This is an optimization exercise on Yosys and OpenROAD, whose aim is small area, not a production implementation.
Where RTL was checked, it was by simulation tests only, not by an equivalence proof against the original.
The flow treats the clock pin as an ideal source, which a real chip does not have.
Power is estimated from default activity; no workload was simulated.

== run 1 ==
==> flow/design.v <==
module DECODER_UNIT
(input wire [1:0]            alu_fun,
output wire arith_enable,logic_enable,comp_enable,shift_enable);
assign arith_enable = alu_fun == 2'b00;
assign logic_enable = alu_fun == 2'b01;
assign comp_enable  = alu_fun == 2'b10;
assign shift_enable = alu_fun == 2'b11;
endmodule
module ARITHMATIC_UNIT #(parameter KH = 15, parameter KL = 0, parameter P_TOP = 0)
(
  input wire [15:0]  A,B,
  input wire         mul, div, add,    
  input wire [15-KH:0] r_in,    
  output wire [16-KL:0] r_out,  
  output wire [KH:KL] sel);     
wire [15:0] mb = B & {16{mul}};          
wire [15:0] nbd = ~B & {16{div}};        
wire [16:0] hz;
assign hz[16] = 1'b1;
genvar k, i;
generate
  for (i = 15; i >= 0; i = i - 1) begin : g_hz
    assign hz[i] = hz[i+1] & ~B[i];
  end
endgenerate
generate
  for (k = KH; k >= KL; k = k - 1) begin : g_stage
    localparam W = 17 - k;
    localparam P = (P_TOP + KH - k) % 2;
    wire [W-1:0] x;        
    wire [W-1:0] r;        
    wire [W-1:0] c;        
    wire lsb = (A[k] & ~mul) ^ P;
    if (k == KH) begin : g_x0
      if (W > 1) begin : g_w
        assign x = {r_in[W-2:0], lsb};
      end else begin : g_w1
        assign x = lsb;
      end
    end else begin : g_x
      assign x = {g_stage[k+1].r[W-2:0], lsb};
    end
    if (k > 0) begin : g_mid
      wire nsel;
      for (i = 0; i < W-1; i = i + 1) begin : g_bit
        if (P == 0) begin : g_p
          ALU_CELL_P U_cell(
            .x(x[i]), .c(i == 0 ? div : c[i-1]),
            .a(A[i]), .mb(mb[k]), .nb(nbd[i]), .sel(sel[k]), .nsel(nsel),
            .co(c[i]), .r(r[i]));
        end else begin : g_n
          ALU_CELL_N U_cell(
            .x(x[i]), .c(i == 0 ? ~div : c[i-1]),
            .a(A[i]), .mb(mb[k]), .nb(nbd[i]), .sel(sel[k]), .nsel(nsel),
            .co(c[i]), .r(r[i]));
        end
      end
      assign r[W-1] = ~(x[W-1] ^ ((A[W-1] & mb[k]) ^ P[0]) ^ c[W-2]);
      wire dv = div & hz[16-k];
      if (P == 0) begin : g_sp
        ALU_SEL_P U_sel(.c(c[W-2]), .dv(dv), .dv2(dv), .mul(mul), .mul2(mul),
          .sel(sel[k]), .nsel(nsel));
      end else begin : g_sn
        ALU_SEL_N U_sel(.cn(c[W-2]), .dv(dv), .dv2(dv), .mul(mul), .mul2(mul),
          .sel(sel[k]), .nsel(nsel));
      end
    end else begin : g_last
      wire sub = ~mul & ~add;
      wire [15:0] nb0 = (B ^ {16{sub}}) & {16{~mul}};
      for (i = 0; i < W-1; i = i + 1) begin : g_bit
        ALU_CELL0_N U_cell(
          .x(x[i]), .c(i == 0 ? ~sub : c[i-1]),
          .a(A[i]), .mb(mb[k]), .nb(nb0[i]),
          .co(c[i]), .s(r[i]));
      end
      assign r[W-1] = x[W-1] ^ (sub ^ P[0]) ^ c[W-2];
      assign sel[0] = c[W-2] ^ P[0];    
    end
  end
endgenerate
assign r_out = g_stage[KL].r;
endmodule
module ALU_CELL_P
(
  input wire x, c, a, mb, nb, sel, nsel,
  output wire co, r);
wire y = (a & mb) | nb;
wire s = x ^ y ^ c;
assign co = (x & y) | (c & (x ^ y));
assign r = ~((sel | x) & (nsel | s));
endmodule
module ALU_CELL_N
(
  input wire x, c, a, mb, nb, sel, nsel,
  output wire co, r);
wire y = ~((a & mb) | nb);
wire s = x ^ y ^ c;
assign co = (x & y) | (c & (x ^ y));
assign r = ~((sel | x) & (nsel | s));
endmodule
module ALU_CELL0_N
(
  input wire x, c, a, mb, nb,
  output wire co, s);
wire y = ~((a & mb) | nb);
assign s = x ^ y ^ c;
assign co = (x & y) | (c & (x ^ y));
endmodule
module ALU_SEL_P
(
  input wire c, dv, dv2, mul, mul2,
  output wire sel, nsel);
assign sel = mul | (dv & c);
assign nsel = ~(mul2 | (dv2 & c));
endmodule
module ALU_SEL_N
(
  input wire cn, dv, dv2, mul, mul2,
  output wire sel, nsel);
assign sel = mul | (dv & ~cn);
assign nsel = ~(mul2 | (dv2 & ~cn));
endmodule
module LOGIC_UNIT
(
  input wire [15:0]  A,B,
  input wire         logic_enable,
  input wire [1:0]   alu_fun,
  output wire [15:0] logic_out);
wire [15:0] r = alu_fun[0] ? (A | B) : (A & B);
assign logic_out = logic_enable ? (r ^ {16{alu_fun[1]}}) : 16'b0;
endmodule
module comparsion_unit #(parameter P = 0)
(
  input wire [16:0]  diff,
  input wire         comp_enable,
  input wire [1:0]   alu_fun,
  output wire [15:0] comp_out);
wire lt = diff[16] ^ P[0];
wire eq = P ? &diff[15:0] : ~|diff[15:0];
wire gt = ~lt & ~eq;
assign comp_out = {15'b0, comp_enable & (alu_fun == 2'b01 ? eq :
                                         alu_fun == 2'b10 ? gt :
                                         alu_fun == 2'b11 ? lt : 1'b0)};
endmodule
module shift_unit
(
  input wire [15:0]  A,B,
  input wire         shift_enable,
  input wire [1:0]   alu_fun,
  output wire [15:0] shift_out);
wire [15:0] s = alu_fun[1] ? B : A;
assign shift_out = shift_enable ? (alu_fun[0] ? {s[14:0], 1'b0} : {1'b0, s[15:1]}) : 16'b0;
endmodule
module TOP_VIEW#(parameter alu_width =16)
(
  input wire [alu_width-1:0]    A,B,
  input wire                    clk,rst,
  input wire [3:0]              alu_fun,
  output wire                   arith_flag,carry_out,logic_flag,comp_flag,shift_flag,
  output wire [alu_width-1:0]   arith_out,logic_out,comp_out,shift_out
  );
localparam KS = 5;
localparam P0 = KS % 2;
wire arith_enable, logic_enable, comp_enable, shift_enable;
DECODER_UNIT U_decoder(
  .alu_fun(alu_fun[3:2]),
  .arith_enable(arith_enable),
  .logic_enable(logic_enable),
  .shift_enable(shift_enable),
  .comp_enable(comp_enable)
  );
wire mul_i = arith_enable & alu_fun[1:0] == 2'b10;
wire div_i = arith_enable & alu_fun[1:0] == 2'b11;
wire add_i = arith_enable & alu_fun[1:0] == 2'b00;
wire [16-KS:0] r_mid;
wire [15:KS]   sel_hi;
ARITHMATIC_UNIT #(.KH(15), .KL(KS), .P_TOP((15-KS)%2)) U_arith_hi(
  .A(A), .B(B),
  .mul(mul_i), .div(div_i), .add(add_i),
  .r_in((15-KS)%2 == 1),
  .r_out(r_mid),
  .sel(sel_hi)
  );
reg [KS-1:0]   a_lo;
reg [15-KS:0]  h_r;        
reg [15:0]     b_r;
reg [16-KS:0]  r_r;        
reg [1:0]      fun_r;
reg            arith_en, logic_en, comp_en, shift_en;
always @(posedge clk) begin
  a_lo  <= A[KS-1:0];
  h_r   <= div_i ? sel_hi : A[15:KS];
  b_r   <= B;
  r_r   <= r_mid;
  fun_r <= alu_fun[1:0];
end
always @(posedge clk or negedge rst) begin
  if (!rst) begin
    arith_en <= 1'b0;
    logic_en <= 1'b0;
    comp_en  <= 1'b0;
    shift_en <= 1'b0;
  end else begin
    arith_en <= arith_enable;
    logic_en <= logic_enable;
    comp_en  <= comp_enable;
    shift_en <= shift_enable;
  end
end
assign arith_flag = arith_en;
assign logic_flag = logic_en;
assign comp_flag  = comp_en;
assign shift_flag = shift_en;
wire [15:0] a_r = {h_r, a_lo};
wire div_sel = fun_r == 2'b11;
wire [16:0] sum_p;
wire [16:0] sum = sum_p ^ {17{P0 == 1}};
wire [KS-1:0] sel_lo;
ARITHMATIC_UNIT #(.KH(KS-1), .KL(0), .P_TOP(1)) U_arith_lo(
  .A(a_r), .B(b_r),
  .mul(arith_en & fun_r == 2'b10),
  .div(arith_en & div_sel),
  .add(arith_en & fun_r == 2'b00),
  .r_in(r_r),
  .r_out(sum_p),
  .sel(sel_lo)
  );
assign arith_out = arith_en ? (div_sel ? {h_r, sel_lo} : sum[15:0]) : 16'b0;
assign carry_out = arith_en & ~div_sel & sum[16];
LOGIC_UNIT U_logic(
  .A(a_r),
  .B(b_r),
  .logic_enable(logic_en),
  .alu_fun(fun_r),
  .logic_out(logic_out)
  );
comparsion_unit #(.P(P0)) U_comp(
  .diff(sum_p),
  .comp_enable(comp_en),
  .alu_fun(fun_r),
  .comp_out(comp_out)
  );
shift_unit U_shift(
  .A(a_r),
  .B(b_r),
  .shift_enable(shift_en),
  .alu_fun(fun_r),
  .shift_out(shift_out)
  );
endmodule
clock: 36.0 ns
lec_check: 0
cap_margin: 5
core_margin: 2
core_utilization: 50
cts_buf_list: sky130_fd_sc_hd__clkbuf_8
place_density: 0.7
slew_margin: 5
standard.sh (not shown) runs the stock make flow with config.mk's settings and CLKGATE_MAP_FILE= SYNTH_SCRIPT=/design/flow/synth_recipe.tcl, a recipe that flattens the netlist after the stock synthesis.
==> flow/flow/run.sh <==
#!/bin/bash
# Layout flow: the standard flow (standard.sh) with these changes.
#  - Synthesis is the standard flow's synthesis script, except that ABC maps the logic
#    with the area-oriented script flow/abc_area.script instead of ORFS's
#    default.  ABC does not touch registers, so they are the same as in the
#    standard synthesis.
#  - The array's cells (modules ALU_CELL*, ALU_SEL*) keep their hierarchy
#    through ABC, so each is mapped on its own; the standard flow's synthesis script
#    flattens the netlist before the layout as usual.
#  - After synthesis, flow/fa_pins.py reconnects full adders whose ripple
#    carry came in at A or B so that it comes in at CIN, the fastest input
#    (a full adder's function is symmetric in its inputs).
#  - Port buffers are sky130_fd_sc_hd__buf_1; the resizer still sizes them
#    up where timing or slew needs it.
#  - After clock tree synthesis, flow/post_cts.tcl downsizes gates with
#    timing slack to spare (power recovery) and repairs slew again.
# Each tool's output goes to a log file in this folder.
set -euo pipefail
HERE=$(pwd)
FLOWDIR=$HERE/flow

# ORFS's synth.tcl with the abc call replaced
sed 's#^\(\s*\)log_cmd abc {\*}$abc_args$#\1log_cmd abc -script '"$FLOWDIR"'/abc_area.script {*}$lib_args {*}$lib_dont_use_args#' \
  "$FLOW_HOME/scripts/synth.tcl" > "$HERE/synth_area.tcl"
grep -q "abc_area.script {\*}\$lib_args" "$HERE/synth_area.tcl"

# The standard flow's synthesis script, sourcing that copy
sed 's#^source \$::env(SCRIPTS_DIR)/synth.tcl$#source '"$HERE"'/synth_area.tcl#' \
  "$HERE/synth_recipe.tcl" > "$HERE/synth_recipe_area.tcl"
grep -q "synth_area.tcl" "$HERE/synth_recipe_area.tcl"

# standard.sh, using that synthesis script
sed 's#SYNTH_SCRIPT=[^ ]*synth_recipe.tcl#SYNTH_SCRIPT='"$HERE"'/synth_recipe_area.tcl#' \
  "$HERE/standard.sh" > "$HERE/standard_area.sh"
grep -q "synth_recipe_area.tcl" "$HERE/standard_area.sh"

# the modules named ALU_CELL* and ALU_SEL* in the design
export SYNTH_KEEP_MODULES="$(sed -n 's/^\s*module\s\+\(ALU_\(CELL\|SEL\)\w*\).*/\1/p' "$FLOW_DESIGN" | sort -u | tr '\n' ' ')"
echo "SYNTH_KEEP_MODULES=$SYNTH_KEEP_MODULES" > "$HERE/keep_modules.log"
export BUFFER_PORTS_ARGS="-buffer_cell sky130_fd_sc_hd__buf_1"
export POST_CTS_TCL="$FLOWDIR/post_cts.tcl"

RESULTS=$HERE/orfs/results/$FLOW_PLATFORM/TOP_VIEW/base
bash "$HERE/standard_area.sh" "$RESULTS/1_2_yosys.v" > "$HERE/flow_synth.log" 2>&1
python3 "$FLOWDIR/fa_pins.py" "$RESULTS/1_2_yosys.v" > "$HERE/fa_pins.log" 2>&1
bash "$HERE/standard_area.sh" > "$HERE/flow.log" 2>&1
==> flow/flow/post_cts.tcl <==
# Sourced by ORFS's cts.tcl at its end (POST_CTS_TCL): recover area from
# gates that the repair made larger than their timing needs, then repair
# slew and capacitance again and legalize.  The global-route step repairs
# timing again with routing parasitics.
log_cmd estimate_parasitics -placement
log_cmd repair_timing -recover_power 100 -match_cell_footprint -verbose
log_cmd repair_design -slew_margin $::env(SLEW_MARGIN) -cap_margin $::env(CAP_MARGIN) -match_cell_footprint -verbose
log_cmd detailed_placement
check_placement -verbose
Other scripts of this flow, unchanged in this note and not shown: flow/flow/abc_area.script, flow/flow/fa_pins.py
Edits applied to the flow inputs when going from run 1 to run 2:
diff --git a/flow/flow/run.sh b/flow/flow/run.sh
--- a/flow/flow/run.sh
+++ b/flow/flow/run.sh
@@ -15,2 +15,2 @@
-#  - After clock tree synthesis, flow/post_cts.tcl downsizes gates with
-#    timing slack to spare (power recovery) and repairs slew again.
+#  - After global routing, ORFS's power recovery (RECOVER_POWER) downsizes
+#    gates off the critical paths.
@@ -41 +41 @@
-export POST_CTS_TCL="$FLOWDIR/post_cts.tcl"
+export RECOVER_POWER=100
diff --git a/flow/config.mk b/flow/config.mk
--- a/flow/config.mk
+++ b/flow/config.mk
@@ -10 +10 @@
-export CORE_UTILIZATION = 50
+export CORE_UTILIZATION = 40
@@ -12 +11,0 @@
-export PLACE_DENSITY = 0.7
removed: flow/flow/post_cts.tcl
Results
Layout checks on run 2: not met. Flow itself completed; violations: capacitance limit, slew limit.
From run 1 to run 2 the numbers moved as follows: worst vdd rail ir drop now sits higher, critical path required time now sits at about the same level, number of non-clock buffers in the layout now sits higher, worst setup slack now sits higher, internal power component now sits at about the same level.
Run 2: number of max-slew violations in the final report higher than run 1
From run 1 to run 2 the numbers moved as follows: flip-flop and latch power now larger, portion of the clock cycle consumed by the worst path in the final layout comparable, via count now smaller, fraction of area in clock buffers and inverters comparable, count of max-cap constraint violations now larger.
Edits applied to the flow inputs when going from run 2 to run 3:
diff --git a/flow/flow/run.sh b/flow/flow/run.sh
--- a/flow/flow/run.sh
+++ b/flow/flow/run.sh
@@ -2 +2 @@
-# Layout flow: the standard flow (standard.sh) with these changes.
+# Layout flow: the standard flow (standard.sh), with these changes.
@@ -4,3 +4,3 @@
-#    with the area-oriented script flow/abc_area.script instead of ORFS's
-#    default.  ABC does not touch registers, so they are the same as in the
-#    standard synthesis.
+#    with the area-oriented script in flow/abc_area.script instead of
+#    ORFS's default.  Registers are untouched by ABC, so they are the same
+#    as in the standard synthesis.
@@ -8,2 +8,2 @@
-#    through ABC, so each is mapped on its own; the standard flow's synthesis script
-#    flattens the netlist before the layout as usual.
+#    through ABC, so each is mapped on its own; the netlist is flattened
+#    before the layout as usual.
@@ -12 +12 @@
-#    (a full adder's function is symmetric in its inputs).
+#    (the full adder's function is symmetric in its inputs).
@@ -15,2 +14,0 @@
-#  - After global routing, ORFS's power recovery (RECOVER_POWER) downsizes
-#    gates off the critical paths.
@@ -36,0 +35 @@
+export BUFFER_PORTS_ARGS="-buffer_cell sky130_fd_sc_hd__buf_1"
@@ -40,3 +38,0 @@
-export BUFFER_PORTS_ARGS="-buffer_cell sky130_fd_sc_hd__buf_1"
-export RECOVER_POWER=100
-
Per the final summary, run 3 finished and its layout is clean on timing, DRC and antenna. Run 2 → run 3: ratio of final minimum period to clock period barely changed, critical path arrival dropped 0.02 ns, area of the die barely changed. Delta (run 3 minus run 2): first-iteration DRC count picked up an extra 33; maximum resistive drop on vdd lost about 0.5%. | worst setup slack | higher: run 3 |. From run 2 to run 3 the numbers moved as follows: time the final worst path needs with I/O delays and setup -0.019 ns, fmax ~0 delta.
No functional check of the RTL was part of any run of this note.

Another version of the RTL of TOP_VIEW (not shown whole).
For scale: roughly 860 cells after synthesis, roughly 110 I/O pins.
clock: 36.0 ns
lec_check: 0
cap_margin: 5
core_margin: 2
core_utilization: 40
cts_buf_list: sky130_fd_sc_hd__clkbuf_8
slew_margin: 5
synth_hierarchical: 1
==> flow/flow/run.sh <==
#!/bin/bash
# Layout flow: the standard flow (standard.sh), with two changes.
#  - Synthesis is the standard flow's synthesis script, except that ABC maps the logic
#    with the area-oriented script in flow/abc_area.script instead of
#    ORFS's default.  Registers are untouched by ABC, so they are the same
#    as in the standard synthesis.
#  - Port buffers are sky130_fd_sc_hd__buf_1; the resizer still sizes them
#    up where timing or slew needs it.
# Each tool's output goes to a log file in this folder.
set -euo pipefail
HERE=$(pwd)
FLOWDIR=$HERE/flow

# ORFS's synth.tcl with the abc call replaced
sed 's#^\(\s*\)log_cmd abc {\*}$abc_args$#\1log_cmd abc -script '"$FLOWDIR"'/abc_area.script {*}$lib_args {*}$lib_dont_use_args#' \
  "$FLOW_HOME/scripts/synth.tcl" > "$HERE/synth_area.tcl"
grep -q "abc_area.script {\*}\$lib_args" "$HERE/synth_area.tcl"

# The standard flow's synthesis script, sourcing that copy
sed 's#^source \$::env(SCRIPTS_DIR)/synth.tcl$#source '"$HERE"'/synth_area.tcl#' \
  "$HERE/synth_recipe.tcl" > "$HERE/synth_recipe_area.tcl"
grep -q "synth_area.tcl" "$HERE/synth_recipe_area.tcl"

# standard.sh, using that synthesis script
sed 's#SYNTH_SCRIPT=[^ ]*synth_recipe.tcl#SYNTH_SCRIPT='"$HERE"'/synth_recipe_area.tcl#' \
  "$HERE/standard.sh" > "$HERE/standard_area.sh"
grep -q "synth_recipe_area.tcl" "$HERE/standard_area.sh"

export BUFFER_PORTS_ARGS="-buffer_cell sky130_fd_sc_hd__buf_1"
bash "$HERE/standard_area.sh" > "$HERE/flow.log" 2>&1
==> flow/flow/abc_area.script <==
strash
dch
map -a
topo
The starting point finished clean.
Change:
==> flow/flow/abc_area.script (replaced) <==
strash
dch
amap
topo
SYNTH_HIERARCHICAL = not set   (was 1)
Setup slack improves by 0.54 ns.
Design area drops by 6.7%.
Wire length climbs by 3.3%.
Global-route usage climbs by 1.8 points.
Area after synthesis drops by 2.1%.
Maximum frequency climbs by 1.5%.
Via count climbs by 12%.
Change:
==> flow/flow/abc_area.script (replaced) <==
strash
dch -f
amap
topo
After rerunning:
- The changed run finished clean
- setup slack gets worse by 0.095 ns
- sequential power hardly moves
- wire length is higher by 2.2%
- combinational power is about the same
- count of clock-buffer cells in the layout is unchanged
- clock power is lower by 12%
- cell area is lower by 0.49%

re-timing with driven ports:
Ports are ideal in the flow. The routed layouts listed here were re-timed in OpenROAD.
Step 1 sets driving cells, clkbuf_16 on the clock port and buf_2 on the other inputs (assumed; they add their load-dependent delay and slew).
Step 2 also shifts input and output timing later by t, the mid clock arrival at the registers, as if the neighbouring blocks saw the same clock.
Three values: ideal ports, drivers, drivers and shift; two values: the first two.
run	t (ns)	setup slack, ns	hold WS [ns]
run 1	0.335	0.694 / 0.663 / 0.729	6.698 / 6.687 / 7.022
run 2	0.337	0.739 / 0.710 / 0.903	6.699 / 6.700 / 7.037
run 3	0.336	0.758 / 0.728 / 0.907	6.698 / 6.699 / 7.035
the first run of note 2	0.347	0.566 / 0.535 / 0.612	6.680 / 6.671 / 7.017
the second run of note 2	0.335	1.106 / 1.075 / 0.835	6.697 / 6.688 / 7.023
the third run of note 2	0.335	1.011 / 0.983 / 0.868	6.692 / 6.689 / 7.024
The setup slack of the second run of note 2, which loses most, moves by -0.031 ns with the drivers and by -0.271 ns with both steps.
